Background: an optimization exercise with open tools, aiming at a short achievable clock period and few clock cycles. Do not read the settings as production practice. The RTL was checked by simulation tests, not by an equivalence proof against the original design. Power and IR drop assume default switching activity.

<file path="config.mk">
export PLATFORM = sky130hd
export DESIGN_NAME = microprocessor
export DESIGN_NICKNAME = microprocessor
export VERILOG_FILES = /design/flow/design.v
export SDC_FILE = /design/flow/constraint.sdc
export NUM_CORES = 4
export LEC_CHECK = 0
export CAP_MARGIN = 20
export CORE_MARGIN = 2
export CORE_UTILIZATION = 40
export PLACE_DENSITY = 0.6
export SETUP_SLACK_MARGIN = 5
export SLEW_MARGIN = 20
export SYNTH_HIERARCHICAL = 1
</file>
<file path="constraint.sdc">
create_clock -name core_clock -period 10.0 [get_ports {clk}]
set_input_delay 2.0000 -clock core_clock [delete_from_list [all_inputs] [get_ports {clk}]]
set_output_delay 2.0000 -clock core_clock [all_outputs]
set_load 0.01 [all_outputs]
</file>
<file path="design.v">
module microprocessor(clk, rst, imem_addr, imem_data, dmem_addr, dmem_data, dbg_sel, dbg_data, done, data_out);
	input clk;
	input rst;
	output [7:0] imem_addr;
	input [31:0] imem_data;
	output [7:0] dmem_addr;
	input [7:0] dmem_data;
	input [4:0] dbg_sel;
	output [7:0] dbg_data;
	output done;
	output [7:0] data_out;
	function [7:0] prefix_carry;
		input [7:0] a;
		input [7:0] b;
		input cin;
		reg [7:0] g, p, g1, p1, g2, p2, g3;
		begin
			g = a & b;
			p = a ^ b;
			g[0] = g[0] | (p[0] & cin);
			g1 = g | ((p & {g[6:0], 1'b0}));
			p1 = p & {p[6:0], 1'b1};
			g2 = g1 | ((p1 & {g1[5:0], 2'b0}));
			p2 = p1 & {p1[5:0], 2'b11};
			g3 = g2 | ((p2 & {g2[3:0], 4'b0}));
			prefix_carry = g3;
		end
	endfunction
	function [7:0] add8;
		input [7:0] a;
		input [7:0] b;
		reg [7:0] c;
		begin
			c = prefix_carry(a, b, 1'b0);
			add8 = (a ^ b) ^ {c[6:0], 1'b0};
		end
	endfunction
	reg [7:0] register_file [31:0];
	reg [7:0] debug_file [31:0];	 
	reg [7:0] pc_inc;	 
	reg [7:0] pc_target;	 
	reg branch_taken;	 
	reg halted;	 
	reg [7:0] alu_out;	 
	reg load_pending;	 
	reg write_any;	 
	reg [31:0] write_pending;	 
	integer i;
	wire [7:0] pc = branch_taken ? pc_target : pc_inc;
	wire stopped = halted || (pc >= 8'h80);
	wire run = !stopped;
	wire [5:0] opcode = imem_data[31:26];
	wire [4:0] rs = imem_data[25:21];
	wire [4:0] rt = imem_data[20:16];
	wire [4:0] rd = imem_data[15:11];
	wire [5:0] function_field = imem_data[5:0];
	wire [7:0] immediate = imem_data[7:0];
	wire [7:0] write_back = load_pending ? dmem_data : alu_out;
	reg [7:0] operand_file [31:0];
	always @(*)
		for (i = 0; i < 32; i = i + 1)
			operand_file[i] = write_pending[i] ? write_back : register_file[i];
	wire is_r = (opcode == 6'h00);
	wire is_addu = is_r && (function_field == 6'h21);
	wire is_slt = is_r && (function_field == 6'h2a);
	wire is_addiu = (opcode == 6'h09);
	wire is_lw = (opcode == 6'h23);
	wire is_beq = (opcode == 6'h04);
	wire is_bne = (opcode == 6'h05);
	wire use_imm = is_addiu || is_lw;
	wire [7:0] register_operand_1 = operand_file[rs];
	wire [7:0] register_operand_2 = use_imm ? immediate : operand_file[rt];
	wire [7:0] sum = add8(register_operand_1, register_operand_2);
	wire [7:0] cmp_carry = prefix_carry({1'b0, register_operand_1[6:0]}, {1'b0, ~register_operand_2[6:0]}, 1'b1);
	wire low_ge = cmp_carry[6];
	wire less = (register_operand_1[7] != register_operand_2[7]) ? register_operand_1[7] : !low_ge;
	wire equal = (register_operand_1 == register_operand_2);
	wire taken = (is_beq && equal) || (is_bne && !equal);
	wire write_en = is_addu || is_slt || is_addiu || is_lw;
	wire [4:0] write_reg = is_r ? rd : rt;
	assign imem_addr = pc;
	assign dmem_addr = alu_out;
	wire [255:0] debug_bits;
	genvar g;
	generate
		for (g = 0; g < 32; g = g + 1) begin : debug_flat
			assign debug_bits[8*g+7:8*g] = debug_file[g];
		end
	endgenerate
	register_select debug_read(.sel(dbg_sel), .regs(debug_bits), .value(dbg_data));
	assign data_out = debug_file[8'h04];
	assign done = stopped && !write_any;
	always @(posedge clk) begin
		if (rst) begin
			pc_inc <= 8'd0;
			pc_target <= 8'd0;
			branch_taken <= 1'b0;
			halted <= 1'b0;
			write_any <= 1'b0;
			write_pending <= 32'd0;
			for (i = 0; i < 32; i = i + 1) begin
				register_file[i] <= 8'd0;
				debug_file[i] <= 8'd0;
			end
		end
		else begin
			for (i = 0; i < 32; i = i + 1)
				if (write_pending[i]) begin
					register_file[i] <= write_back;
					debug_file[i] <= write_back;
				end
			for (i = 0; i < 32; i = i + 1)
				write_pending[i] <= run && write_en && write_reg == i;
			write_any <= run && write_en;
			pc_inc <= pc + 8'd1;
			pc_target <= add8(pc, immediate);
			branch_taken <= taken;
			halted <= stopped;
		end
	end
	always @(posedge clk) begin
		alu_out <= is_slt ? {7'd0, less} : sum;
		load_pending <= is_lw;
	end
endmodule
module register_select(sel, regs, value);
	input [4:0] sel;
	input [255:0] regs;
	output [7:0] value;
	reg [7:0] acc;
	integer i;
	always @(*) begin
		acc = 8'd0;
		for (i = 0; i < 32; i = i + 1)
			acc = acc | (regs[8*i +: 8] & {8{sel == i}});
	end
	assign value = acc;
endmodule
</file>
<file path="run.sh">
#!/bin/bash
# synth_recipe.tcl (not shown) runs the flow's synth.tcl, then flattens the netlist and writes it again
# the make line also repeats each setting of config.mk as NAME=value (left out here)
make -C /OpenROAD-flow-scripts/flow DESIGN_CONFIG=/design/flow/config.mk WORK_HOME=/design/flow/orfs CLKGATE_MAP_FILE= SYNTH_SCRIPT=/design/flow/synth_recipe.tcl finish
</file>
==> results by group, run 1 <==
Power and ir drop
  – Total power divided by cell area: around 150 mW/mm2
  – Max IR drop VDD: between 100 and 150 uV
  – Leakage component of the power: about 11 nW

Synthesis
  – Synthesized Nets: 3368
  – Yosys top cell area share: 44.1%
  – Post-Syn Area per Cell: 7.87 um2
  – Number of enable flip-flop cells after synthesis: 0
  – Top post-synthesis cells by area: dfxtp_1 (44%), nor2_1 (11%), a211oi_1 (8.2%)
  – Part of the Yosys area used for sequential elements: 44.1%
  – Simple-Gate Fraction of Synth Area: 23.7%
  – Leading cell type by number of instances after synthesis: nor2_1
  – Syn Std Cell Area: around 0.026 mm2
  – Flip-flop and latch count after synthesis: 572
  – Share of the synthesized netlist area taken by xor and xnor gates: less than 1%
  – Primary FF master, synth: dfxtp_1
  – Compound-Gate Fraction of Synth Area: 22.8%
  – Multiplexer share of the synthesized area: 2.57%
  – Combinational family with the most area after synthesis: simple AND/OR/NAND/NOR gates
  – Share of synthesized flip-flops with an asynchronous set or reset: 0%
  – Cells after synthesis: 3297
  – Adder and majority cell fraction of the synthesized area: 1.21%
  – Number of warnings issued by yosys: 11
  – Number of distinct library cells after synthesis: 71
  – Most frequent cells after synthesis: nor2_1 (775), dfxtp_1 (572), nand2_1 (330)
  – Top cell type by total area after synthesis: dfxtp_1

Die
  – # IOs: 80
  – Die width: roughly 260 um
  – Die height: 259 um
  – Starting Density: 40.3%
  – Core area: about 0.064 mm2
  – Die footprint: 0.0670 mm2
  – Placement Rows: 93

Final layout
  – Area overhead of the layout relative to synthesis: 27.0%
  – Antenna diode instance count: 0
  – Final-layout fill cell count: 6036
  – Share of cells above drive strength 1: 20.1%
  – Number of nets in the final layout: 3419

STA
  – Setup repair after global routing missed its margin: yes
  – Final hold violation count: 0
  – Timing-limited maximum frequency: between 0.15 and 0.2 GHz
  – Worst-case headroom to the max-slew limit: 22.1%
  – Slew at the pin with the worst max-slew slack: 1.17 ns
  – Worst Skew: 0.0161 ns
  – Setup ws final: around 4.4 ns
  – Tightest hold margin: 0.482 ns
  – Final total negative setup slack: 0 ns
  – Share of the cycle needed by the critical path after routing: 56.3%
  – Max Slew Vio Count: 0
  – Fin crit period: around 5.6 ns
  – Final setup fails: 0

GRT
  – Number of global-route vias before repair: 25.0k
  – Total Routing Usage GR: 34.7%
  – Initial antenna violation count: 1
  – Global-route wire length before repair: roughly 170000 um
  – Maximum number of pins on one net before global-route repair: around 190
  – Final global-route overflow total: 0

Placed design
  – Setup Slack @ Placement: 2.53 ns
  – GPL Wtd Cong: 1.02
  – Port Buffer Count: 76
  – Detailed Place HPWL: 71200 um

CTS
  – Number of buffers on the longest clock path: 3
  – TritonCTS clock tree: built
  – Total of hold buffers inserted after clock tree synthesis: 0
  – CTS root buf: clkbuf_16
  – Clk Latency, worst-skew pair: 0.64 ns
  – Clock-pin slew reported for the worst setup and hold paths after clock tree synthesis: 0.06 ns
  – Total number of H-tree levels: 2
  – Inserted Clock Buffers: 60
  – Clk sinks: 572

Routing
  – Final Routed Wirelength: 121000 um
  – Post-DR wirelength/cell: 28.4 um
  – First drt pass iteration count: 8
  – Initial DRC count: 3416
  – Remaining DRCs: 0
  – Via count: 26.9k
  – Routed vias/inst: approximately 6.3
  – Post-detailed-route count of antenna-violating nets: 0

Worst setup path
  – R2r worst-path depth: 17
  – Nature of the critical path endpoint: output pin
  – Crit-path max FO: 5
  – R2R setup slack: roughly 5.1 ns
  – WP data arrival: 3.63 ns
  – Critical Path Source Type: primary input
  – CP Data Required Time: 8.00 ns
  – Classification of the worst setup path: primary input to output pin
  – Startpoint of the worst-slack reg-to-reg timing path: load_pending
  – Startpoint of the worst setup timing path: dbg_sel[0]

Worst hold path
  – Number of instances on the worst hold path: 2
  – Hold path start: debug_file[1][7]
  – Min-delay worst type: flip-flop to flip-flop

Job
  – Number of maximum-capacitance violations: 0

Run status
  – Outcome: no timing/DRC/antenna violations
[critical path: stages]
cell and delay, ns:
buf_16 0.13, buf_12 0.13, and2_4 0.15, nor3b_4 0.17, a32o_2 0.28, nor4_4 0.38
nand4_1 0.20, buf_2 0.19
[logic make-up (layout without fill, tap and decap cells)]
family,count (synthesis),in the layout
xor+xnor,14,14
flops,572,572
mux,62,62
fa+ha+maj,24,24
buf+inv,305,401
simple gates,1420,1422
compound gates,900,900
[per-module statistics from Yosys, one instance, submodules excluded]
module           cells inside  area, um2  flip-flops and latches  times used
microprocessor           2953      23600                     572           1
register_select           344       2410                       0           1
[routing by layer]
metal  track usage, %  vias up  wire length [um]
li1                 -    12000                 -
met1             43.4    12900             47100
met2             54.4     1582             53100
met3             7.47      436             11300
met4             21.6        0              9030
met5                0        -                 0
[stage by stage]
step | power, W | cells | instance area, um2 | util (%)
5_1_grt | 0.00521 | 4250 | 33000 | 51.2
3_3_place_gp | 0.00260 | 4003 | 27100 | 42.2
3_5_place_dp | 0.00260 | 4003 | 27100 | 42.2
4_1_cts | 0.00506 | 4206 | 31900 | 49.6
6_report | 0.00509 | 4250 | 33000 | 51.2
2_1_floorplan | 0.00250 | 3297 | 26100 | -
[placed cells by master (no fill, tap or decap), drive strengths merged, types with 8 or more instances in the layout]
cell,synthesis,routed
nor3b,13,13
a31oi,14,14
o21ai,264,264
a221oi,8,8
nor3,26,26
buf,73,202
clkinvlp,0,8
nand2b,21,21
a2111oi,64,64
a21oi,37,37
bufinv,0,10
a22oi,25,25
clkdlybuf4s50,0,47
nor2,776,776
and3,9,10
mux2i,46,46
mux2,15,15
nand3b,8,8
o22ai,155,155
clkbuf,214,90
nand3,71,71
clkinv,0,9
bufbuf,0,12
inv,18,18
nor4,64,64
xnor2,11,11
nor2b,27,27
a211oi,283,283
dfxtp,572,572
ha,22,22
a32o,8,8
nand4,38,38
nand2,330,330
o21a,8,8
[registers in the layout (all words and copies together) (netlist names)]
signal / count
debug_file: 256
register_file: 256
write_pending: 32
alu_out: 8
pc_inc: 8
pc_target: 8
branch_taken: 1
halted: 1
load_pending: 1
write_any: 1
[power breakdown]
part           internal, W  switching, W
Combinational     0.000145      0.000258
Clock              0.00141      0.000988
Sequential         0.00229    0.00000408
Total              0.00384       0.00125
[area by class of cell]
type	count	area [um2]	area share, %
inverter	18	71.3	0.216
timing repair buffer	274	3280	9.96
multi-input combinational	2422	15000	45.6
tap	855	1070	3.25
sequential	572	11500	34.7
clock buffer	82	1640	4.99
clock inverter	27	422	1.28
[final timing paths]
check	to
max	dbg_data[2]
min	debug_file[1][7]
max reg2reg	alu_out[7]
min reg2reg	debug_file[1][7]
[timing repair]
action                                  4_1_cts  5_1_grt
pin swaps                                    76       62
endpoints found under the setup margin       17       14
buffers inserted                             70       39
resized for setup                           509      230
cloned                                       24        5
Testbench counts, summed over its fixed seeds: cycles 51,952.
==> inputs of run 2 (changes only) <==
--- a/design.v
+++ b/design.v
@@ -128,10 +128,18 @@
 	input [255:0] regs;
 	output [7:0] value;
+	wire [3:0] lo = 4'b1 << sel[1:0];
+	wire [7:0] hi = 8'b1 << sel[4:2];
+	reg [7:0] grp [7:0];
 	reg [7:0] acc;
-	integer i;
+	integer i, j;
 	always @(*) begin
+		for (j = 0; j < 8; j = j + 1) begin
+			grp[j] = 8'd0;
+			for (i = 0; i < 4; i = i + 1)
+				grp[j] = grp[j] | (regs[8*(4*j+i) +: 8] & {8{lo[i]}});
+		end
 		acc = 8'd0;
-		for (i = 0; i < 32; i = i + 1)
-			acc = acc | (regs[8*i +: 8] & {8{sel == i}});
+		for (j = 0; j < 8; j = j + 1)
+			acc = acc | (grp[j] & {8{hi[j]}});
 	end
 	assign value = acc;
==> run 2 against run 1 <==
Effect of this change:
- die area shrank 0.20%
- core utilization is essentially flat
- clock-buffer cell count grew 9
- via count shrank 3.4%
- wire length shrank 2.5%
- clock skew grew 0.012 ns
- sequential share of layout area grew 0.073 points
- still clean on timing, DRC and antenna
- non-clock buffer count shrank 21
- total power shrank 1.7%
- sequential power is essentially flat
- critical endpoint is now dbg_data[5]
- fmax grew 2.9%
==> results by group, run 2 <==
Worst setup path
  – Crit-path max FO: 6 (+1)
  – Critical Path, Cell by Cell: buf_16 -> buf_6 -> buf_16 -> buf_8 -> mux2i_4 -> o22ai_2 -> nor4_4 -> nand2_1 -> buf_6
  – CP Data Required Time: 8.00 ns (about the same)
  – Nature of the critical path endpoint: output pin
  – Slowest cell on crit path: nor4_4
  – WP data arrival: 3.48 ns (-0.15 ns)
  – Classification of the worst setup path: primary input to output pin
  – Stage delay of the slowest cell on the critical path: 0.34 ns (-0.04 ns)
  – Critical Path Source Type: primary input

GRT
  – Total Routing Usage GR: 33.6% (-1.0 points)
  – Number of global-route vias before repair: 24.1k (-3.8%)
  – Initial antenna violation count: 3 (+2)
  – Final global-route overflow total: 0 (unchanged)
  – Global-route wire length before repair: 166000 um (-3.1%)
  – Maximum number of pins on one net before global-route repair: 231 (+20%)

Synthesis
  – Compound-Gate Fraction of Synth Area: 21.3% (-1.5 points)
  – Top cell type by total area after synthesis: dfxtp_1
  – Leading cell type by number of instances after synthesis: nor2_1
  – Most frequent cells after synthesis: nor2_1 (803), dfxtp_1 (572), nand2_1 (321)
  – Adder and majority cell fraction of the synthesized area: 1.22% (+0.0025 points)
  – Number of warnings issued by yosys: 12 (+1)
  – Number of enable flip-flop cells after synthesis: 0 (unchanged)
  – Flip-flop and latch count after synthesis: 572 (unchanged)
  – Share of the synthesized netlist area taken by xor and xnor gates: 0.560% (+0.088 points)
  – Combinational family with the most area after synthesis: simple AND/OR/NAND/NOR gates
  – Post-Syn Area per Cell: 7.99 um2 (+1.5%)
  – Primary FF master, synth: dfxtp_1
  – Yosys top cell area share: 44.2% (+0.092 points)
  – Simple-Gate Fraction of Synth Area: 22.0% (-1.7 points)
  – Share of synthesized flip-flops with an asynchronous set or reset: 0% (unchanged)
  – Number of distinct library cells after synthesis: 61 (-14%)
  – Part of the Yosys area used for sequential elements: 44.2% (+0.092 points)
  – Multiplexer share of the synthesized area: 5.79% (+3.2 points)
  – Top post-synthesis cells by area: dfxtp_1 (44%), nor2_1 (12%), a211oi_1 (8.2%)
  – Cells after synthesis: 3241 (-1.7%)
  – Synthesized Nets: 3312 (-1.7%)
  – Syn Std Cell Area: 0.0259 mm2 (-0.21%)

Power and ir drop
  – Net Sw Frac: 24.5% (-0.049 points)
  – Comb pwr share: 7.5% (-0.4 points)
  – Internal Pwr Total: 0.00377 W (-1.7%)
  – Leakage component of the power: 11.1 nW (-0.59%)
  – Sequential share of power: 45.8% (+0.8 points)
  – Sw Pwr: 0.00123 W (-1.9%)
  – Clock network fraction of design power: 46.7% (-0.4 points)
  – Total power divided by cell area: 152 mW/mm2 (-1.6%)
  – Max IR drop VDD: 148 uV (+11%)

CTS
  – Total number of H-tree levels: 2 (unchanged)
  – Clk Latency, worst-skew pair: 0.65 ns (about the same)
  – Number of buffers on the longest clock path: 3 (unchanged)
  – Inserted Clock Buffers: 61 (+1.7%)
  – Clk sinks: 572 (unchanged)
  – TritonCTS clock tree: built
  – Total of hold buffers inserted after clock tree synthesis: 0 (unchanged)
  – CTS root buf: clkbuf_16
  – Clock-pin slew reported for the worst setup and hold paths after clock tree synthesis: 0.06 ns (about the same)

STA
  – Share of the cycle needed by the critical path after routing: 54.8% (-1.6 points)
  – Final setup fails: 0 (unchanged)
  – Worst-case headroom to the max-slew limit: 10.7% (-11 points)
  – Max Slew Vio Count: 0 (unchanged)
  – Final total negative setup slack: 0 ns (unchanged)
  – Fin crit period: 5.48 ns (-0.158 ns)
  – Slew at the pin with the worst max-slew slack: 1.34 ns (+0.173 ns)
  – Final hold violation count: 0 (unchanged)
  – Worst Skew: 0.0284 ns (+0.0123 ns)
  – Setup ws final: 4.52 ns (+0.158 ns)
  – Timing-limited maximum frequency: 0.183 GHz (+2.9%)
  – Setup repair after global routing missed its margin: yes

Routing
  – Routed vias/inst: 6.19 (-2.1%)
  – Via count: 26.0k (-3.4%)
  – Final Routed Wirelength: 118000 um (-2.5%)
  – Initial DRC count: 3086 (-9.7%)
  – Post-DR wirelength/cell: 28.0 um (-1.2%)
  – First drt pass iteration count: 8 (unchanged)
  – Post-detailed-route count of antenna-violating nets: 0 (unchanged)
  – Remaining DRCs: 0 (unchanged)

Job
  – Number of maximum-capacitance violations: 0 (unchanged)

Placed design
  – Total placed instance area: 0.0271 mm2 (-0.24%)
  – Placed instance count: 3962 (-1.0%)
  – GPL Wtd Cong: 0.984 (-3.3%)
  – Port Buffer Count: 76 (unchanged)
  – Setup Slack @ Placement: 2.94 ns (+0.412 ns)
  – Detailed Place HPWL: 68200 um (-4.2%)

Final layout
  – Most frequent standard cell in the layout excluding fill and tap cells: nor2_1
  – Post-route cell area: 0.0329 mm2 (-0.16%)
  – Area overhead of the layout relative to synthesis: 27.0% (about the same)
  – Number of nets in the final layout: 3359 (-1.8%)
  – Final design utilization: 51.2% (about the same)
  – Final-layout fill cell count: 6051 (+0.25%)
  – Share of cells above drive strength 1: 18.9% (-1.3 points)
  – Cell Count, Final, Fillers Out: 4194 (-1.3%)
  – Most frequent cells in the layout: nor2_1 (794), dfxtp_1 (566), a211oi_1 (283), nand2_1 (259), o22ai_1 (163)
  – Registers with the most flip-flops: debug_file x256, register_file x256, write_pending x32

Die
  – Die width: 259 um (-0.10%)
  – # IOs: 80 (unchanged)
  – Core area: 0.0642 mm2 (-0.18%)
  – Starting Density: 40.3% (about the same)
  – Die footprint: 0.0668 mm2 (-0.20%)
  – Die height: 259 um (-0.10%)
  – Placement Rows: 93 (unchanged)

Run status
  – Outcome: no timing/DRC/antenna violations

Worst hold path
  – Min-delay worst type: flip-flop to flip-flop
==> run 2: cell types whose count changed in the layout (fill, tap and decap cells not counted), sizes merged, moves of 23 or more <==
cell / previous run / this run
a22oi: 25 / 0
nor2: 776 / 803
nand3: 71 / 10
buf: 202 / 179
o22ai: 155 / 195
mux2i: 46 / 143
==> run 2: logic make-up (layout without fill, tap and decap cells) <==
logic type,after synthesis,count (layout)
and+or+nand+nor,1345,1345
AOI/OAI and AO/OA,850,850
DFF,572,572
buffers and inverters,289,384
muxes,146,148
adders and majority gates,24,24
xor gates and xnor gates,15,15
other,0,1
==> run 2: power groups by stage <==
stage	Combinational, W	Clock [W]	Sequential [W]
6_report	0.000376	0.00233	0.00229
5_1_grt	0.000385	0.00246	0.00229
4_1_cts	0.000338	0.00237	0.00229
3_5_place_dp	0.000245	0	0.00234
3_3_place_gp	0.000244	0	0.00234
2_1_floorplan	0.000155	0	0.00234
==> run 2: layout make-up <==
| class | instances | area (um2) | share of cell area [%] |
|---|---|---|---|
| inverter | 18 | 73.8 | 0.224 |
| clock buffer | 91 | 1840 | 5.59 |
| clock inverter | 22 | 245 | 0.745 |
| tap | 855 | 1070 | 3.25 |
| timing repair buffer | 253 | 3110 | 9.45 |
| sequential | 572 | 11500 | 34.8 |
| antenna | 1 | 2.50 | 0.00760 |
| multi-input combinational | 2382 | 15100 | 45.9 |
==> run 2: critical path, delay by kind of cell <==
family | cells | cell delay [ns]
compound gates | 1 | 0.14
buf+inv | 5 | 0.60
mux | 1 | 0.23
simple gates | 2 | 0.50
==> run 2: per-stage QoR <==
stage | hold slack (ns) | total power [W]
floorplan | 0.422 | 0.00249
global placement | 0.451 | 0.00258
detailed placement | 0.446 | 0.00259
CTS | 0.467 | 0.00499
global route | 0.497 | 0.00514
finish | 0.476 | 0.00500
==> run 2: final timing paths <==
kind / start / to / slack (ns) / cells after the start
setup / recovery: dbg_sel[0] / dbg_data[5] / 4.52 / 9
hold / removal: halted / write_any / 0.48 / 1
setup reg to reg: load_pending / alu_out[7] / 5.78 / 18
hold reg to reg: halted / write_any / 0.48 / 1
==> run 2: repair_timing <==
item | CTS | global route
buffers inserted | 63 | 27
gates cloned | 21 | 7
pin swaps | 62 | 42
resized for setup | 489 | 193
endpoints found under the setup margin | 17 | 14
endpoints found under the hold margin | 0 | 0
==> run 2: per-layer routing <==
layer,wire length (um),up-vias,GRT usage (%)
met5,40,-,0
met4,6320,6,16.3
met3,11200,373,8.19
met2,52200,1403,53.6
met1,47700,12500,42.7
li1,-,11700,-
==> run 2: per-module statistics from Yosys, one instance, submodules excluded <==
module	cells	area, um2	flip-flops and latches	times used
microprocessor	2980	23700	572	1
register_select	261	2240	0	1
Testbench counts of run 2, summed over its fixed seeds: cycles 51,952.
==> inputs of run 3 (changes only) <==
--- a/config.mk
+++ b/config.mk
@@ -8,6 +8,6 @@
 export CAP_MARGIN = 20
 export CORE_MARGIN = 2
-export CORE_UTILIZATION = 40
-export PLACE_DENSITY = 0.6
+export CORE_UTILIZATION = 60
+export PLACE_DENSITY = 0.75
 export SETUP_SLACK_MARGIN = 5
 export SLEW_MARGIN = 20
==> run 3 against run 2 <==
Effect of this change:
- combinational power grew 7.2%
- highest routed layer unchanged
- core utilization grew 25 points
- cell area about the same
- via count up 15%
- sequential share of layout area hardly changed
- sequential power about the same
- total power is 0.63% lower
- largest cell class unchanged
- area after synthesis stayed put
==> results by group, run 3 <==
Final layout
  – Area overhead of the layout relative to synthesis: 27.0% (about the same)
  – Final-layout fill cell count: 2681 (-56%)
  – Post-route cell area: 0.0329 mm2 (about the same)
  – Registers with the most flip-flops: debug_file x256, register_file x256, write_pending x32
  – Most frequent cells in the layout: nor2_1 (783), dfxtp_1 (563), a211oi_1 (282), nand2_1 (252), o22ai_1 (160)
  – Share of cells above drive strength 1: 20.8% (+2.0 points)
  – Number of nets in the final layout: 3392 (+0.98%)
  – Final design utilization: 76.7% (+25 points)
  – Most frequent standard cell in the layout excluding fill and tap cells: nor2_1

Worst hold path
  – End point of the most critical hold path: write_any
  – Min-delay worst type: flip-flop to flip-flop
  – Hold path start: halted
  – Number of instances on the worst hold path: 1 (unchanged)

Job
  – Number of maximum-capacitance violations: 0 (unchanged)

Worst setup path
  – R2R setup slack: 5.46 ns (-0.32 ns)
  – Nature of the critical path endpoint: output pin
  – R2r worst-path depth: 19 (+1)
  – Critical Path, Cell by Cell: buf_16 -> mux2i_1 -> o22ai_4 -> nor4_4 -> nand2_1 -> buf_2
  – Buffers plus inverters on the worst setup path: 2 (-3)
  – Slowest cell on crit path: mux2i_1
  – Top Family by Delay on Critical Path: multiplexers
  – Stage delay of the slowest cell on the critical path: 1.10 ns (+0.76 ns)
  – Critical Path Source Type: primary input
  – Crit-path max FO: 31 (+25)
  – Startpoint of the worst-slack reg-to-reg timing path: load_pending
  – Classification of the worst setup path: primary input to output pin
  – FF-to-FF End: alu_out[6]
  – WP data arrival: 4.50 ns (+1.02 ns)
  – CP Data Required Time: 8.00 ns (about the same)

Synthesis
  – Number of warnings issued by yosys: 12 (unchanged)
  – Syn Std Cell Area: 0.0259 mm2 (unchanged)
  – Leading cell type by number of instances after synthesis: nor2_1
  – Yosys top cell area share: 44.2% (unchanged)
  – Primary FF master, synth: dfxtp_1
  – Top post-synthesis cells by area: dfxtp_1 (44%), nor2_1 (12%), a211oi_1 (8.2%)
  – Flip-flop and latch count after synthesis: 572 (unchanged)
  – Most frequent cells after synthesis: nor2_1 (803), dfxtp_1 (572), nand2_1 (321)
  – Number of enable flip-flop cells after synthesis: 0 (unchanged)
  – Cells after synthesis: 3241 (unchanged)
  – Part of the Yosys area used for sequential elements: 44.2% (unchanged)
  – Number of distinct library cells after synthesis: 61 (unchanged)
  – Top cell type by total area after synthesis: dfxtp_1
  – Post-Syn Area per Cell: 7.99 um2 (unchanged)
  – Share of synthesized flip-flops with an asynchronous set or reset: 0% (unchanged)
  – Synthesized Nets: 3312 (unchanged)

Routing
  – Remaining DRCs: 0 (unchanged)
  – Post-DR wirelength/cell: 33.5 um (+19%)
  – Routed vias/inst: 7.54 (+22%)
  – First drt pass iteration count: 20 (+12)
  – Post-detailed-route count of antenna-violating nets: 0 (unchanged)
  – Final Routed Wirelength: 133000 um (+13%)
  – Initial DRC count: 6417 (+110%)
  – Via count: 29.9k (+15%)

Die
  – Die width: 212 um (-18%)
  – Die height: 212 um (-18%)
  – Starting Density: 60.4% (+20 points)
  – Core area: 0.0429 mm2 (-33%)
  – Die footprint: 0.0449 mm2 (-33%)
  – Placement Rows: 76 (-18%)
  – # IOs: 80 (unchanged)

GRT
  – Total Routing Usage GR: 51.8% (+18 points)
  – Initial antenna violation count: 13 (+10)
  – Final global-route overflow total: 0 (unchanged)
  – Global-route wire length before repair: 170000 um (+2.6%)
  – Number of global-route vias before repair: 26.5k (+10%)
  – Maximum number of pins on one net before global-route repair: 235 (+1.7%)

CTS
  – Clk Latency, worst-skew pair: 0.68 ns (+0.03 ns)
  – TritonCTS clock tree: built
  – CTS root buf: clkbuf_16
  – Clock-pin slew reported for the worst setup and hold paths after clock tree synthesis: 0.06 ns (about the same)
  – Total number of H-tree levels: 2 (unchanged)
  – Clk sinks: 572 (unchanged)
  – Number of buffers on the longest clock path: 3 (unchanged)
  – Inserted Clock Buffers: 58 (-4.9%)

STA
  – Worst-case headroom to the max-slew limit: 3.36% (-7.3 points)
  – Final total negative setup slack: 0 ns (unchanged)
  – Slew at the pin with the worst max-slew slack: 1.45 ns (+0.109 ns)
  – Max Slew Vio Count: 0 (unchanged)
  – Final hold violation count: 0 (unchanged)
  – Timing-limited maximum frequency: 0.154 GHz (-16%)
  – Fin crit period: 6.50 ns (+1.03 ns)
  – Tightest hold margin: 0.467 ns (-0.00824 ns)
  – Share of the cycle needed by the critical path after routing: 65.0% (+10 points)
  – Final setup fails: 0 (unchanged)
  – Worst Skew: 0.0369 ns (+0.00857 ns)
  – Setup repair after global routing missed its margin: yes

Run status
  – Outcome: no timing/DRC/antenna violations

Placed design
  – GPL Wtd Cong: 1.06 (+7.8%)
  – Port Buffer Count: 76 (unchanged)
  – Detailed Place HPWL: 62100 um (-8.9%)
  – Total placed instance area: 0.0266 mm2 (-1.6%)

Power and ir drop
  – Total power divided by cell area: 151 mW/mm2 (-0.58%)
  – Max IR drop VDD: 183 uV (+23%)
  – Leakage component of the power: 11.3 nW (+1.4%)
  – Overall Power: 0.00497 W (-0.63%)
## run 3: cell counts after synthesis
Identical to the previous run, type by type.
## run 3: Yosys stat by module, one instance, submodules excluded
module           flops+latches  copies in the design  cells  cell area [um2]
microprocessor             572                     1   2980            23700
register_select              0                     1    261             2240
## run 3: stage by stage
| step | worst slack, ns | std cells |
|---|---|---|
| after floorplan | 4.93 | 3241 |
| after global placement | 3.02 | 3678 |
| after detailed placement | 2.97 | 3678 |
| after CTS | 4.57 | 3869 |
| after global routing | 3.22 | 3959 |
| final | 3.50 | 3970 |
## run 3: worst reg2reg max path, cell delays in order (launching register included)
cell and delay, ns:
dfxtp_2 0.78, mux2i_4 0.44, buf_12 0.16, bufbuf_16 0.27, nand2_1 0.07, o21ai_2 0.12
nor2_1 0.07, nor4_1 0.25, nand4_1 0.42, o21ai_2 0.29, o21ai_1 0.10, ha_1 0.38
nor2b_1 0.20, o21ai_0 0.16, nand2b_1 0.11, a21oi_1 0.17, nor2_1 0.06, nor2_1 0.12
xor2_1 0.20, nor2_1 0.07
## run 3: power by group
part	internal, W	total [W]	switching (W)
registers	0.00229	0.00229	0.00000519
clock network	0.00128	0.00228	0.000997
logic	0.000146	0.000403	0.000257
total	0.00371	0.00497	0.00126
## run 3: worst max-delay path by stage
stage                     startpoint           to  cells past startpoint
final                     dbg_sel[0]  dbg_data[6]                      6
after detailed placement  dbg_sel[0]  dbg_data[6]                      7
after floorplan           dbg_sel[3]  dbg_data[0]                      6
after global routing      dbg_sel[0]  dbg_data[6]                      6
after CTS                 dbg_sel[2]  dbg_data[3]                      7
after global placement    dbg_sel[0]  dbg_data[5]                      7
## run 3: area by class of cell
class	count	area (um2)	area share, %
sequential	572	11500	34.8
timing repair buffer	290	3320	10.1
clock inverter	19	221	0.673
antenna	16	40.0	0.122
tap	585	732	2.23
multi-input combinational	2381	15300	46.5
inverter	18	82.6	0.251
clock buffer	89	1740	5.28
## run 3: kinds of logic (layout without fill, tap and decap cells)
family                     after synthesis  after routing  share of synthesized area [%]
DFF                                    572            572                           44.2
adders and majority gates               24             24                           1.22
other                                    0             16                              0
AOI/OAI and AO/OA                      850            850                           21.3
xor gates and xnor gates                15             15                          0.560
and+or+nand+nor                       1345           1345                           22.0
buffers and inverters                  289            416                           4.96
muxes                                  146            147                           5.79
## run 3: metal layers
metal | GRT usage, % | vias up | routed length (um) | part of all wire (%)
li1 | - | 11800 | - | -
met1 | 59.9 | 13900 | 43700 | 33
met2 | 76.4 | 3098 | 52500 | 40
met3 | 20.7 | 1196 | 21900 | 16
met4 | 40.4 | 24 | 14100 | 11
met5 | 1.89 | - | 594 | 0.45
## run 3: repair_timing
action	CTS	global route
gates resized for setup	482	302
buffers inserted	67	79
hold buffers	0	0
setup endpoints to repair	17	13
cloned	16	6
pin swaps	60	79
==> inputs of run 4 (changes only) <==
--- a/config.mk
+++ b/config.mk
@@ -8,6 +8,6 @@
 export CAP_MARGIN = 20
 export CORE_MARGIN = 2
-export CORE_UTILIZATION = 60
-export PLACE_DENSITY = 0.75
+export CORE_UTILIZATION = 50
+export PLACE_DENSITY = 0.68
 export SETUP_SLACK_MARGIN = 5
 export SLEW_MARGIN = 20
==> run 4 against run 3 <==
Effect of this change:
- sequential share of layout area is 0.85 points higher
- critical path type unchanged
- largest cell class unchanged
- cell count is 0.78% higher
- first-iteration DRC count is 48% lower
- flip-flop and latch count stayed put
- clock power is 3% higher
- still clean
- clock-buffer cell count is 3 lower
==> results by group, run 4 <==
Run status
  – Outcome: no timing/DRC/antenna violations

Worst setup path
  – Nature of the critical path endpoint: output pin
  – R2R setup slack: 5.35 ns (-0.11 ns)
  – Classification of the worst setup path: primary input to output pin
  – CP Data Required Time: 8.00 ns (about the same)
  – WP data arrival: 3.46 ns (-1.04 ns)
  – Critical Path Source Type: primary input
  – Crit-path max FO: 7 (-77%)

GRT
  – Global-route wire length before repair: 158000 um (-7.2%)
  – Final global-route overflow total: 0 (unchanged)
  – Maximum number of pins on one net before global-route repair: 158 (-33%)
  – Number of global-route vias before repair: 23.9k (-9.7%)
  – Total Routing Usage GR: 40.0% (-12 points)
  – Initial antenna violation count: 1 (-12)

CTS
  – TritonCTS clock tree: built
  – Clk Latency, worst-skew pair: 0.66 ns (-0.02 ns)
  – Total of hold buffers inserted after clock tree synthesis: 0 (unchanged)
  – Inserted Clock Buffers: 60 (+3.4%)
  – Total number of H-tree levels: 2 (unchanged)
  – CTS root buf: clkbuf_16
  – Clock-pin slew reported for the worst setup and hold paths after clock tree synthesis: 0.06 ns (about the same)
  – Number of buffers on the longest clock path: 3 (unchanged)
  – Clk sinks: 572 (unchanged)

Worst hold path
  – Min-delay worst type: flip-flop to flip-flop

Power and ir drop
  – Total power divided by cell area: 155 mW/mm2 (+2.9%)
  – Max IR drop VDD: 146 uV (-20%)
  – Leakage component of the power: 10.9 nW (-3.4%)

STA
  – Worst Skew: 0.0420 ns (+0.00502 ns)
  – Timing-limited maximum frequency: 0.183 GHz (+19%)
  – Final total negative setup slack: 0 ns (unchanged)
  – Final setup fails: 0 (unchanged)
  – Worst-case headroom to the max-slew limit: 22.1% (+19 points)
  – Max Slew Vio Count: 0 (unchanged)
  – Share of the cycle needed by the critical path after routing: 54.6% (-10 points)
  – Slew at the pin with the worst max-slew slack: 1.17 ns (-0.282 ns)
  – Setup repair after global routing missed its margin: yes
  – Setup ws final: 4.54 ns (+1.05 ns)
  – Fin crit period: 5.46 ns (-1.05 ns)
  – Final hold violation count: 0 (unchanged)

Routing
  – Initial DRC count: 3328 (-48%)
  – Post-DR wirelength/cell: 27.9 um (-17%)
  – Post-detailed-route count of antenna-violating nets: 0 (unchanged)
  – Final Routed Wirelength: 112000 um (-16%)
  – First drt pass iteration count: 8 (-60%)
  – Via count: 25.9k (-14%)
  – Remaining DRCs: 0 (unchanged)
  – Routed vias/inst: 6.47 (-14%)

Synthesis
  – Leading cell type by number of instances after synthesis: nor2_1
  – Top cell type by total area after synthesis: dfxtp_1
  – Number of distinct library cells after synthesis: 61 (unchanged)
  – Flip-flop and latch count after synthesis: 572 (unchanged)
  – Syn Std Cell Area: 0.0259 mm2 (unchanged)
  – Synthesized Nets: 3312 (unchanged)
  – Yosys top cell area share: 44.2% (unchanged)
  – Part of the Yosys area used for sequential elements: 44.2% (unchanged)
  – Cells after synthesis: 3241 (unchanged)
  – Most frequent cells after synthesis: nor2_1 (803), dfxtp_1 (572), nand2_1 (321)
  – Top post-synthesis cells by area: dfxtp_1 (44%), nor2_1 (12%), a211oi_1 (8.2%)
  – Primary FF master, synth: dfxtp_1
  – Number of enable flip-flop cells after synthesis: 0 (unchanged)
  – Share of synthesized flip-flops with an asynchronous set or reset: 0% (unchanged)
  – Post-Syn Area per Cell: 7.99 um2 (unchanged)
  – Number of warnings issued by yosys: 12 (unchanged)

Die
  – Die footprint: 0.0537 mm2 (+20%)
  – Starting Density: 50.5% (-9.9 points)
  – # IOs: 80 (unchanged)
  – Core area: 0.0513 mm2 (+20%)
  – Die width: 232 um (+9.4%)
  – Placement Rows: 83 (+9.2%)
  – Die height: 232 um (+9.4%)

Final layout
  – Registers with the most flip-flops: debug_file x256, register_file x256, write_pending x32
  – Most frequent standard cell in the layout excluding fill and tap cells: nor2_1
  – Area overhead of the layout relative to synthesis: 23.9%
  – Share of cells above drive strength 1: 17.6% (-3.2 points)
  – Most frequent cells in the layout: nor2_1 (795), dfxtp_1 (564), a211oi_1 (283), nand2_1 (260), o22ai_1 (162)
  – Number of nets in the final layout: 3344 (-1.4%)
  – Antenna diode instance count: 0 (-16)

Placed design
  – Detailed Place HPWL: 64700 um (+4.2%)
  – GPL Wtd Cong: 1.02 (-4.1%)
  – Setup Slack @ Placement: 2.95 ns (-0.0171 ns)
  – Port Buffer Count: 76 (unchanged)

Job
  – Number of maximum-capacitance violations: 0 (unchanged)
-- run 4: cell counts after synthesis --
No cell type changed its count.
-- run 4: metal layers --
metal	GRT usage, %	wire length (um)	up-vias
li1	-	-	11600
met4	24.5	7760	4
met3	8.53	10500	417
met1	49.5	43600	12400
met2	63.8	49600	1418
met5	0.735	69	-
-- run 4: critical path: stages --
cell	delay [ns]
buf_12	0.11
or4_4	0.56
buf_12	0.17
buf_6	0.12
o22ai_4	0.18
nor4_4	0.08
nand2_1	0.09
buf_2	0.13
-- run 4: logic make-up after synthesis --
| group | count (synthesis) | synth area share (%) |
|---|---|---|
| AO/OA/AOI/OAI | 850 | 21.3 |
| multiplexers | 146 | 5.79 |
| flip-flops | 572 | 44.2 |
| XOR/XNOR | 15 | 0.560 |
| buffers and inverters | 289 | 4.96 |
| AND/OR/NAND/NOR | 1345 | 22.0 |
| adder cells (fa/ha/maj) | 24 | 1.22 |
-- run 4: repair_timing --
item / CTS / global route
pin swaps: 55 / 47
setup endpoints to repair: 17 / 14
setup buffers: 57 / 34
gates resized for setup: 449 / 184
cloned: 15 / 5
-- run 4: metrics by stage --
stage               total power [W]  cells  area [um2]  hold WS (ns)  utilization, %
floorplan                   0.00249   3241       25900         0.422               -
global placement            0.00258   3780       26800         0.446            52.2
detailed placement          0.00258   3780       26800         0.444            52.2
CTS                         0.00496   3962       31200         0.468            60.8
global route                0.00510   4001       32100         0.493            62.6
finish                      0.00499   4001       32100         0.465            62.6
-- run 4: path summary, 6_finish.rpt --
| path | start | endpoint | cells past startpoint |
|---|---|---|---|
| setup / recovery | dbg_sel[2] | dbg_data[0] | 8 |
| hold / removal | halted | write_any | 1 |
| setup reg to reg | load_pending | alu_out[7] | 19 |
| hold reg to reg | halted | write_any | 1 |
-- run 4: area by class of cell --
cell class	count	area, um2
Fill cell	4358	19200
Multi-Input combinational cell	2380	14900
Sequential cell	572	11500
Timing Repair Buffer	241	2760
Clock buffer	86	1750
Tap cell	680	851
Clock inverter	24	318
Inverter	18	73.8
-- run 4: report_power, final --
part	total, W	switching [W]	internal (W)
logic	0.000354	0.000227	0.000126
registers	0.00229	0.00000405	0.00229
clock network	0.00235	0.000976	0.00137
total	0.00499	0.00121	0.00378
-- run 4: modules after synthesis, one instance, submodules excluded --
| module | area, um2 | flip-flops and latches | times used |
|---|---|---|---|
| microprocessor | 23700 | 572 | 1 |
| register_select | 2240 | 0 | 1 |
==> inputs of run 5 (changes only) <==
==> flow/run.sh (new file) <==
#!/bin/bash
# The standard layout (standard.sh) with stronger timing-driven net weights in
# global placement, so that the cells of the most critical paths are pulled
# closer together. Everything else is the standard flow.
set -euo pipefail
cd "$(dirname "$0")/.."
W=$(pwd)
export GLOBAL_PLACEMENT_ARGS="-timing_driven_net_weight_max 6 -timing_driven_nets_percentage 4"
bash standard.sh finish > "$W/standard_flow.log" 2>&1
==> standard.sh (new file) <==
#!/bin/bash
# synth_recipe.tcl (not shown) runs the flow's synth.tcl, then flattens the netlist and writes it again
# the make line also repeats each setting of config.mk as NAME=value (left out here)
make -C /OpenROAD-flow-scripts/flow DESIGN_CONFIG=/design/flow/config.mk WORK_HOME=/design/flow/orfs CLKGATE_MAP_FILE= SYNTH_SCRIPT=/design/flow/synth_recipe.tcl "${@:-finish}"
--- a/config.mk
+++ b/config.mk
@@ -8,6 +8,6 @@
 export CAP_MARGIN = 20
 export CORE_MARGIN = 2
-export CORE_UTILIZATION = 50
-export PLACE_DENSITY = 0.68
+export CORE_UTILIZATION = 40
+export PLACE_DENSITY = 0.6
 export SETUP_SLACK_MARGIN = 5
 export SLEW_MARGIN = 20
removed: run.sh
==> run 5 against run 4 <==
Effect of this change:
- non-clock buffer count grew 29
- critical path depth shrank 1
- clock power grew 6%
- register-to-register slack gained 0.05 ns
- cell count grew 5.2%
- clock-buffer cell count grew 6
- fmax grew 0.20%
- combinational power grew 9.0%
- flip-flop and latch count is the same
- total power grew 3.7%
- synthesized cell count is the same
- critical endpoint unchanged
- largest power group unchanged
- highest routed layer unchanged
==> results by group, run 5 <==
Die
  – Starting Density: 40.3% (-10 points)
  – Die footprint: 0.0668 mm2 (+25%)
  – Core area: 0.0642 mm2 (+25%)
  – # IOs: 80 (unchanged)
  – Die width: 259 um (+12%)
  – Placement Rows: 93 (+12%)
  – Die height: 259 um (+12%)

CTS
  – Clock-pin slew reported for the worst setup and hold paths after clock tree synthesis: 0.06 ns (about the same)
  – Clk Latency, worst-skew pair: 0.62 ns (-0.04 ns)
  – Clk sinks: 572 (unchanged)
  – Number of buffers on the longest clock path: 3 (unchanged)
  – Total of hold buffers inserted after clock tree synthesis: 0 (unchanged)
  – Inserted Clock Buffers: 66 (+10%)
  – TritonCTS clock tree: built
  – Total number of H-tree levels: 3 (+1)
  – CTS root buf: clkbuf_16

Final layout
  – Cell Count, Final, Fillers Out: 4210 (+5.2%)
  – Share of cells above drive strength 1: 20.4% (+2.8 points)
  – Registers with the most flip-flops: debug_file x256, register_file x256, write_pending x32
  – Most frequent cells in the layout: nor2_1 (784), dfxtp_1 (567), a211oi_1 (283), nand2_1 (250), o22ai_1 (161)
  – Combined area of the multi-input logic cells: 0.0153 mm2 (+3.0%)
  – Final-layout fill cell count: 6045 (+39%)
  – Number of nets in the final layout: 3379 (+1.0%)
  – Antenna diode instance count: 0 (unchanged)
  – Area of all sequential standard cells: 0.0115 mm2 (about the same)
  – Area overhead of the layout relative to synthesis: 29.1%
  – Most frequent standard cell in the layout excluding fill and tap cells: nor2_1

Synthesis
  – Post-Syn Area per Cell: 7.99 um2 (unchanged)
  – Most frequent cells after synthesis: nor2_1 (803), dfxtp_1 (572), nand2_1 (321)
  – Share of synthesized flip-flops with an asynchronous set or reset: 0% (unchanged)
  – Synthesized Nets: 3312 (unchanged)
  – Cells after synthesis: 3241 (unchanged)
  – Number of enable flip-flop cells after synthesis: 0 (unchanged)
  – Syn Std Cell Area: 0.0259 mm2 (unchanged)
  – Number of distinct library cells after synthesis: 61 (unchanged)
  – Top cell type by total area after synthesis: dfxtp_1
  – Primary FF master, synth: dfxtp_1
  – Number of warnings issued by yosys: 12 (unchanged)
  – Leading cell type by number of instances after synthesis: nor2_1
  – Part of the Yosys area used for sequential elements: 44.2% (unchanged)
  – Top post-synthesis cells by area: dfxtp_1 (44%), nor2_1 (12%), a211oi_1 (8.2%)
  – Flip-flop and latch count after synthesis: 572 (unchanged)
  – Yosys top cell area share: 44.2% (unchanged)

STA
  – Final hold violation count: 0 (unchanged)
  – Fin crit period: 5.45 ns (-0.0111 ns)
  – Slew at the pin with the worst max-slew slack: 1.22 ns (+0.0526 ns)
  – Final total negative setup slack: 0 ns (unchanged)
  – Timing-limited maximum frequency: 0.184 GHz (+0.20%)
  – Worst Skew: 0.0182 ns (-0.0237 ns)
  – Final setup fails: 0 (unchanged)
  – Worst-case headroom to the max-slew limit: 18.6% (-3.5 points)
  – Share of the cycle needed by the critical path after routing: 54.5% (-0.11 points)
  – Max Slew Vio Count: 0 (unchanged)
  – Setup repair after global routing missed its margin: yes
  – Tightest hold margin: 0.462 ns (-0.00315 ns)

Routing
  – Routed vias/inst: 6.10 (-5.8%)
  – Via count: 25.7k (-0.88%)
  – Final Routed Wirelength: 115000 um (+3.1%)
  – Remaining DRCs: 0 (unchanged)
  – First drt pass iteration count: 6 (-2)
  – Initial DRC count: 2849 (-14%)
  – Post-detailed-route count of antenna-violating nets: 0 (unchanged)
  – Post-DR wirelength/cell: 27.3 um (-2.1%)

Worst setup path
  – Classification of the worst setup path: primary input to output pin
  – R2r worst-path depth: 20 (+1)
  – WP data arrival: 3.45 ns (about the same)
  – Nature of the critical path endpoint: output pin
  – CP Data Required Time: 8.00 ns (about the same)
  – Stage delay of the slowest cell on the critical path: 0.41 ns (-0.15 ns)
  – Slowest cell on crit path: nor4_4
  – Most repeated library cell on the critical path: buf_16
  – Critical Path Source Type: primary input
  – Critical Path, Cell by Cell: buf_16 -> buf_16 -> mux2i_1 -> o22ai_2 -> nor4_4 -> nand2_1 -> buf_2
  – Startpoint of the worst-slack reg-to-reg timing path: load_pending
  – FF-to-FF End: alu_out[7]
  – Top Family by Delay on Critical Path: simple AND/OR/NAND/NOR gates
  – R2R setup slack: 5.40 ns (+0.05 ns)
  – Buffers plus inverters on the worst setup path: 3 (-1)
  – Crit-path max FO: 7 (unchanged)

Worst hold path
  – Min-delay worst type: flip-flop to flip-flop
  – Number of instances on the worst hold path: 1 (unchanged)
  – End point of the most critical hold path: write_any
  – Hold path start: halted

GRT
  – Final global-route overflow total: 0 (unchanged)
  – Number of global-route vias before repair: 24.3k (+1.4%)
  – Initial antenna violation count: 2 (+1)
  – Maximum number of pins on one net before global-route repair: 217 (+37%)
  – Total Routing Usage GR: 33.3% (-6.7 points)
  – Global-route wire length before repair: 164000 um (+3.9%)

Placed design
  – Port Buffer Count: 76 (unchanged)
  – Detailed Place HPWL: 67000 um (+3.5%)
  – Placed instance count: 3954 (+4.6%)
  – GPL Wtd Cong: 0.992 (-2.6%)

Power and ir drop
  – Leakage component of the power: 11.4 nW (+4.5%)
  – Total power divided by cell area: 155 mW/mm2 (-0.49%)
  – Max IR drop VDD: 127 uV (-13%)

Job
  – Number of maximum-capacitance violations: 0 (unchanged)

Run status
  – Outcome: no timing/DRC/antenna violations
-- run 5: cell counts after synthesis --
Identical to the previous run, type by type.
-- run 5: layout make-up --
type                       count  area share (%)
clock buffer                  92            5.74
clock inverter                23           0.939
inverter                      18           0.236
multi-input combinational   2380            45.9
sequential                   572            34.2
tap                          855            3.20
timing repair buffer         270            9.79
-- run 5: modules after synthesis, one instance, submodules excluded --
module | cells | area [um2] | flip-flops and latches
microprocessor | 2980 | 23700 | 572
register_select | 261 | 2240 | 0
-- run 5: kinds of logic after synthesis --
logic type	Yosys count	share of synthesized area, %
AND/OR/NAND/NOR	1345	22.0
AO/OA/AOI/OAI	850	21.3
flip-flops	572	44.2
buffers and inverters	289	4.96
multiplexers	146	5.79
adder cells (fa/ha/maj)	24	1.22
XOR/XNOR	15	0.560
-- run 5: worst reg2reg max path: cells and delay by family (launching register included) --
kind                     cells  cell delay [ns]
adder cells (fa/ha/maj)      1             0.31
XOR/XNOR                     1             0.24
AND/OR/NAND/NOR              4             0.67
multiplexers                 1             0.39
buffers and inverters        4             0.59
flip-flops                   1             0.95
AO/OA/AOI/OAI                9             1.40
-- run 5: power by group --
part           internal (W)  switching [W]  total (W)  leakage, nW
Combinational      0.000146       0.000240   0.000386         5.68
Sequential          0.00229     0.00000429    0.00229         4.61
Clock               0.00148        0.00102    0.00250         1.09
Total               0.00391        0.00126    0.00517         11.4
-- run 5: worst max path at each step --
| stage | from | to | depth (start not counted) |
|---|---|---|---|
| detailed placement | dbg_sel[0] | dbg_data[4] | 7 |
| finish | dbg_sel[0] | dbg_data[0] | 7 |
| floorplan | dbg_sel[3] | dbg_data[0] | 6 |
| global route | dbg_sel[0] | dbg_data[4] | 8 |
| global placement | dbg_sel[0] | dbg_data[4] | 7 |
| CTS | dbg_sel[0] | dbg_data[4] | 8 |
-- run 5: metrics by stage --
step                setup slack (ns)  instance area, um2  utilization, %  power [W]
finish                          4.55               33500            52.1    0.00517
global route                    4.52               33500            52.1    0.00531
CTS                             4.58               32200            50.1    0.00516
detailed placement              2.96               27000            42.1    0.00259
global placement                3.01               27000            42.1    0.00258
floorplan                       4.93               25900               -    0.00249
-- run 5: routing by layer --
layer	routed length, um	up-vias	track usage (%)	share of wire, %
met1	46700	12300	42.5	41
met3	10400	374	6.89	9.0
met2	51000	1248	52.7	44
met4	6800	4	18.0	5.9
met5	29	-	0	0.025
li1	-	11700	-	-
-- run 5: repair_timing --
action                     CTS  global route
setup buffers               71            44
setup endpoints to repair   17            14
cloned                      17             9
pin swaps                   60            79
gates resized for setup    510           269
==> inputs of run 6 (changes only) <==
--- a/design.v
+++ b/design.v
@@ -45,4 +45,7 @@
 	reg load_pending;	 
 	reg write_any;	 
+	reg [31:0] debug_pending;	 
+	reg [7:0] debug_write_back;	 
+	reg debug_any;	 
 	reg [31:0] write_pending;	 
 	integer i;
@@ -90,5 +93,5 @@
 	register_select debug_read(.sel(dbg_sel), .regs(debug_bits), .value(dbg_data));
 	assign data_out = debug_file[8'h04];
-	assign done = stopped && !write_any;
+	assign done = stopped && !write_any && !debug_any;
 	always @(posedge clk) begin
 		if (rst) begin
@@ -98,4 +101,6 @@
 			halted <= 1'b0;
 			write_any <= 1'b0;
+			debug_pending <= 32'd0;
+			debug_any <= 1'b0;
 			write_pending <= 32'd0;
 			for (i = 0; i < 32; i = i + 1) begin
@@ -106,8 +111,11 @@
 		else begin
 			for (i = 0; i < 32; i = i + 1)
-				if (write_pending[i]) begin
+				if (write_pending[i])
 					register_file[i] <= write_back;
-					debug_file[i] <= write_back;
-				end
+			for (i = 0; i < 32; i = i + 1)
+				if (debug_pending[i])
+					debug_file[i] <= debug_write_back;
+			debug_pending <= write_pending;
+			debug_any <= write_any;
 			for (i = 0; i < 32; i = i + 1)
 				write_pending[i] <= run && write_en && write_reg == i;
@@ -120,4 +128,5 @@
 	end
 	always @(posedge clk) begin
+		debug_write_back <= write_back;
 		alu_out <= is_slt ? {7'd0, less} : sum;
 		load_pending <= is_lw;
==> run.sh (new file) <==
#!/bin/bash
# synth_recipe.tcl (not shown) runs the flow's synth.tcl, then flattens the netlist and writes it again
# the make line also repeats each setting of config.mk as NAME=value (left out here)
make -C /OpenROAD-flow-scripts/flow DESIGN_CONFIG=/design/flow/config.mk WORK_HOME=/design/flow/orfs CLKGATE_MAP_FILE= SYNTH_SCRIPT=/design/flow/synth_recipe.tcl finish
removed: flow/run.sh
removed: standard.sh
==> run 6 against run 5 <==
Effect of this change:
- hold slack better by 0.0094 ns
- area after synthesis increased by 6.1%
- setup slack worse by 0.18 ns
- die area increased by 6.0%
- first-iteration DRC count rose by 9.3%
- cell area up 4.3%
- cell count grew 1.8%
- sequential power is 7% higher
- clock power rose by 6%
- critical path type unchanged
- largest cell class unchanged
- largest power group unchanged
- highest routed layer unchanged
==> results by group, run 6 <==
Routing
  – Remaining DRCs: 0 (unchanged)
  – Post-DR wirelength/cell: 26.7 um (-2.2%)
  – Max Used Layer: met5
  – Initial DRC count: 3113 (+9.3%)
  – Routed vias/inst: 5.96 (-2.3%)
  – Met1 Wirelength: 48800 um (+4.6%)
  – Final Routed Wirelength: 114000 um (-0.45%)
  – Amount of wire on met3 after detailed routing: 10500 um (+0.67%)
  – Metal2 WL: 49400 um (-3.2%)
  – Via count: 25.5k (-0.54%)
  – First drt pass iteration count: 5 (-1)
  – Post-detailed-route count of antenna-violating nets: 0 (unchanged)

Final layout
  – Most frequent standard cell in the layout excluding fill and tap cells: nor2_1
  – Final design utilization: 51.0% (-1.1 points)
  – Most frequent cells in the layout: nor2_1 (725), dfxtp_1 (611), mux2i_1 (384), nand2_1 (261), o22ai_1 (166)
  – Share of cells above drive strength 1: 21.0% (+0.63 points)
  – Antenna diode instance count: 0 (unchanged)
  – Final-layout fill cell count: 6419 (+6.2%)
  – Number of nets in the final layout: 3424 (+1.3%)
  – Post-route cell area: 0.0349 mm2 (+4.3%)
  – Registers with the most flip-flops: debug_file x256, register_file x256
  – Area overhead of the layout relative to synthesis: 26.9%

Synthesis
  – Most frequent cells after synthesis: nor2_1 (747), dfxtp_1 (613), mux2i_1 (397)
  – Leading cell type by number of instances after synthesis: nor2_1
  – Top post-synthesis cells by area: dfxtp_1 (45%), mux2i_1 (14%), nor2_1 (10%)
  – Number of enable flip-flop cells after synthesis: 0 (unchanged)
  – Share of synthesized flip-flops with an asynchronous set or reset: 0% (unchanged)
  – Part of the Yosys area used for sequential elements: 44.6% (+0.44 points)
  – Number of distinct library cells after synthesis: 64 (+4.9%)
  – Yosys top cell area share: 44.6% (+0.44 points)
  – Primary FF master, synth: dfxtp_1
  – Number of warnings issued by yosys: 12 (unchanged)
  – Top cell type by total area after synthesis: dfxtp_1
  – Cells after synthesis: 3285 (+1.4%)
  – Synthesized Nets: 3356 (+1.3%)
  – Post-Syn Area per Cell: 8.37 um2 (+4.7%)
  – Flip-flop and latch count after synthesis: 613 (+7.2%)
  – Syn Std Cell Area: 0.0275 mm2 (+6.1%)

Job
  – Number of maximum-capacitance violations: 0 (unchanged)

Die
  – Placement Rows: 96 (+3.2%)
  – Die height: 266 um (+3.0%)
  – Starting Density: 40.2% (-0.11 points)
  – Core area: 0.0683 mm2 (+6.4%)
  – Die width: 266 um (+3.0%)
  – Die footprint: 0.0709 mm2 (+6.0%)
  – # IOs: 80 (unchanged)

STA
  – Worst Skew: 0.0278 ns (+0.00952 ns)
  – Setup repair after global routing missed its margin: yes
  – Max Slew Vio Count: 0 (unchanged)
  – Tightest hold margin: 0.472 ns (+0.00936 ns)
  – Fin crit period: 5.63 ns (+0.184 ns)
  – Final setup fails: 0 (unchanged)
  – Final total negative setup slack: 0 ns (unchanged)
  – Setup ws final: 4.37 ns (-0.184 ns)
  – Final hold violation count: 0 (unchanged)
  – Worst-case headroom to the max-slew limit: 12.7% (-5.9 points)
  – Share of the cycle needed by the critical path after routing: 56.3% (+1.8 points)
  – Timing-limited maximum frequency: 0.178 GHz (-3.3%)
  – Slew at the pin with the worst max-slew slack: 1.31 ns (+0.0865 ns)

Worst setup path
  – Crit-path max FO: 8 (+1)
  – WP data arrival: 3.63 ns (+0.18 ns)
  – Destination of the critical timing path: dbg_data[3]
  – Critical Path Source Type: primary input
  – R2r worst-path depth: 22 (+10%)
  – R2R setup slack: 5.53 ns (+0.13 ns)
  – Slowest cell on crit path: or4b_4
  – Nature of the critical path endpoint: output pin
  – Stage delay of the slowest cell on the critical path: 0.65 ns (+0.24 ns)
  – CP Data Required Time: 8.00 ns (about the same)
  – Critical Path, Cell by Cell: buf_12 -> buf_8 -> or4b_4 -> buf_6 -> o22ai_4 -> nor4_4 -> nand2_1 -> buf_2
  – Startpoint of the worst setup timing path: dbg_sel[1]
  – FF-to-FF End: alu_out[7]
  – Startpoint of the worst-slack reg-to-reg timing path: load_pending
  – Classification of the worst setup path: primary input to output pin

Placed design
  – Setup Slack @ Placement: 2.80 ns (-0.160 ns)
  – Port Buffer Count: 76 (unchanged)
  – Total placed instance area: 0.0287 mm2 (+6.2%)
  – Detailed Place HPWL: 70800 um (+5.7%)
  – GPL Wtd Cong: 1.05 (+5.6%)

Power and ir drop
  – Total power divided by cell area: 157 mW/mm2 (+1.4%)
  – Max IR drop VDD: 130 uV (+2.2%)
  – Leakage component of the power: 12.2 nW (+7.4%)

CTS
  – CTS root buf: clkbuf_16
  – Clock-pin slew reported for the worst setup and hold paths after clock tree synthesis: 0.06 ns (about the same)
  – Inserted Clock Buffers: 68 (+3.0%)
  – Number of buffers on the longest clock path: 3 (unchanged)
  – Total of hold buffers inserted after clock tree synthesis: 0 (unchanged)
  – Total number of H-tree levels: 3 (unchanged)
  – Clk sinks: 613 (+7.2%)
  – Clk Latency, worst-skew pair: 0.63 ns (about the same)
  – TritonCTS clock tree: built

GRT
  – Maximum number of pins on one net before global-route repair: 219 (+0.92%)
  – Number of global-route vias before repair: 23.0k (-5.1%)
  – Final global-route overflow total: 0 (unchanged)
  – Initial antenna violation count: 6 (+4)
  – Total Routing Usage GR: 30.7% (-2.6 points)
  – Global-route wire length before repair: 161000 um (-2.2%)

Worst hold path
  – Min-delay worst type: flip-flop to flip-flop

Run status
  – Outcome: no timing/DRC/antenna violations
[run 6: final cells by class]
type	instances	area, um2	share of cell area, %
clock buffer	93	1960	5.61
clock inverter	26	404	1.16
inverter	24	90.1	0.258
multi-input combinational	2377	16100	46.3
sequential	613	12300	35.2
tap	882	1100	3.16
timing repair buffer	269	2900	8.33
[run 6: how the worst min path moves through the flow]
stage	start	to	slack, ns	depth (start not counted)
4_1_cts	write_any	debug_any	0.47	1
3_5_place_dp	write_any	debug_any	0.46	1
6_report	write_any	debug_any	0.47	1
3_3_place_gp	write_any	debug_any	0.45	1
2_1_floorplan	halted	write_any	0.42	1
5_1_grt	write_any	debug_any	0.50	1
[run 6: timing repair]
item | 4_1_cts | 5_1_grt
buffers inserted | 62 | 51
pin swaps | 70 | 92
endpoints found under the setup margin | 17 | 13
resized for setup | 490 | 321
gates cloned | 11 | 8
[run 6: kinds of logic (layout without fill, tap and decap cells)]
group | count (synthesis) | count (layout) | synth area share (%)
AO/OA/AOI/OAI | 617 | 617 | 13.6
XOR/XNOR | 15 | 15 | 0.528
adder cells (fa/ha/maj) | 24 | 24 | 1.15
buffers and inverters | 295 | 412 | 4.84
flip-flops | 613 | 613 | 44.6
multiplexers | 403 | 403 | 14.7
AND/OR/NAND/NOR | 1318 | 1318 | 20.5
[run 6: where the power goes]
| group | internal, W | switching, W |
|---|---|---|
| registers | 0.00245 | 0.00000593 |
| logic | 0.000126 | 0.000230 |
| clock network | 0.00157 | 0.00109 |
| total | 0.00414 | 0.00132 |
[run 6: per-layer routing]
metal / vias to the layer above / track usage, %
met4: 8 / 12.4
met3: 339 / 5.99
met5: - / 0
met1: 12300 / 42.0
met2: 1235 / 47.4
li1: 11600 / -
[run 6: critical path: cells and delay by family]
family	cells	cell delay, ns
AND/OR/NAND/NOR	3	0.87
buffers and inverters	4	0.57
AO/OA/AOI/OAI	1	0.18
[run 6: stage by stage]
stage	std cells	total power, W
detailed placement	4033	0.00276
global placement	4033	0.00276
floorplan	3285	0.00266
global route	4284	0.00561
CTS	4225	0.00546
finish	4284	0.00547
[run 6: modules after synthesis (local to each module, per instance)]
module	times used	flops+latches	cells inside
microprocessor	1	613	3024
register_select	1	0	261
Testbench counts of run 6, summed over its fixed seeds: cycles 52,014.

## port drivers added, routing unchanged
How much do the figures lean on ideal ports? The routed layouts below were timed once more, with nothing changed but the port constraints. Step 1 assumes that a clkbuf_16 drives the clock port and a buf_2 every other input. Step 2, shift: input delay + t, output delay - t, t = (earliest + latest rising clock arrival at the registers) / 2. This alone moves slack from input paths to output paths. Slacks: no drivers / after step 1 / after step 2; pairs: no drivers / after step 1.
| run | t, ns | setup WS [ns] | worst hold slack (ns) | worst data-port slew with drivers (ns) |
|---|---|---|---|---|
| run 1 | 0.705 | 4.366 / 4.235 / 4.235 | 0.482 / 0.482 / 0.482 | 0.18 |
| run 2 | 0.708 | 4.524 / 4.269 / 4.269 | 0.476 / 0.476 / 0.476 | 0.27 |
| run 3 | 0.719 | 3.496 / 3.243 / 3.243 | 0.467 / 0.467 / 0.467 | 0.26 |
| run 4 | 0.708 | 4.543 / 4.287 / 4.287 | 0.465 / 0.465 / 0.465 | 0.29 |
| run 5 | 0.674 | 4.554 / 4.285 / 4.285 | 0.462 / 0.462 / 0.462 | 0.29 |
| run 6 | 0.685 | 4.370 / 4.116 / 4.116 | 0.472 / 0.472 / 0.472 | 0.26 |
After both steps every run listed still meets setup and hold. The setup slack of run 5, which loses most, moves by -0.269 ns with the drivers and by -0.269 ns with both steps.
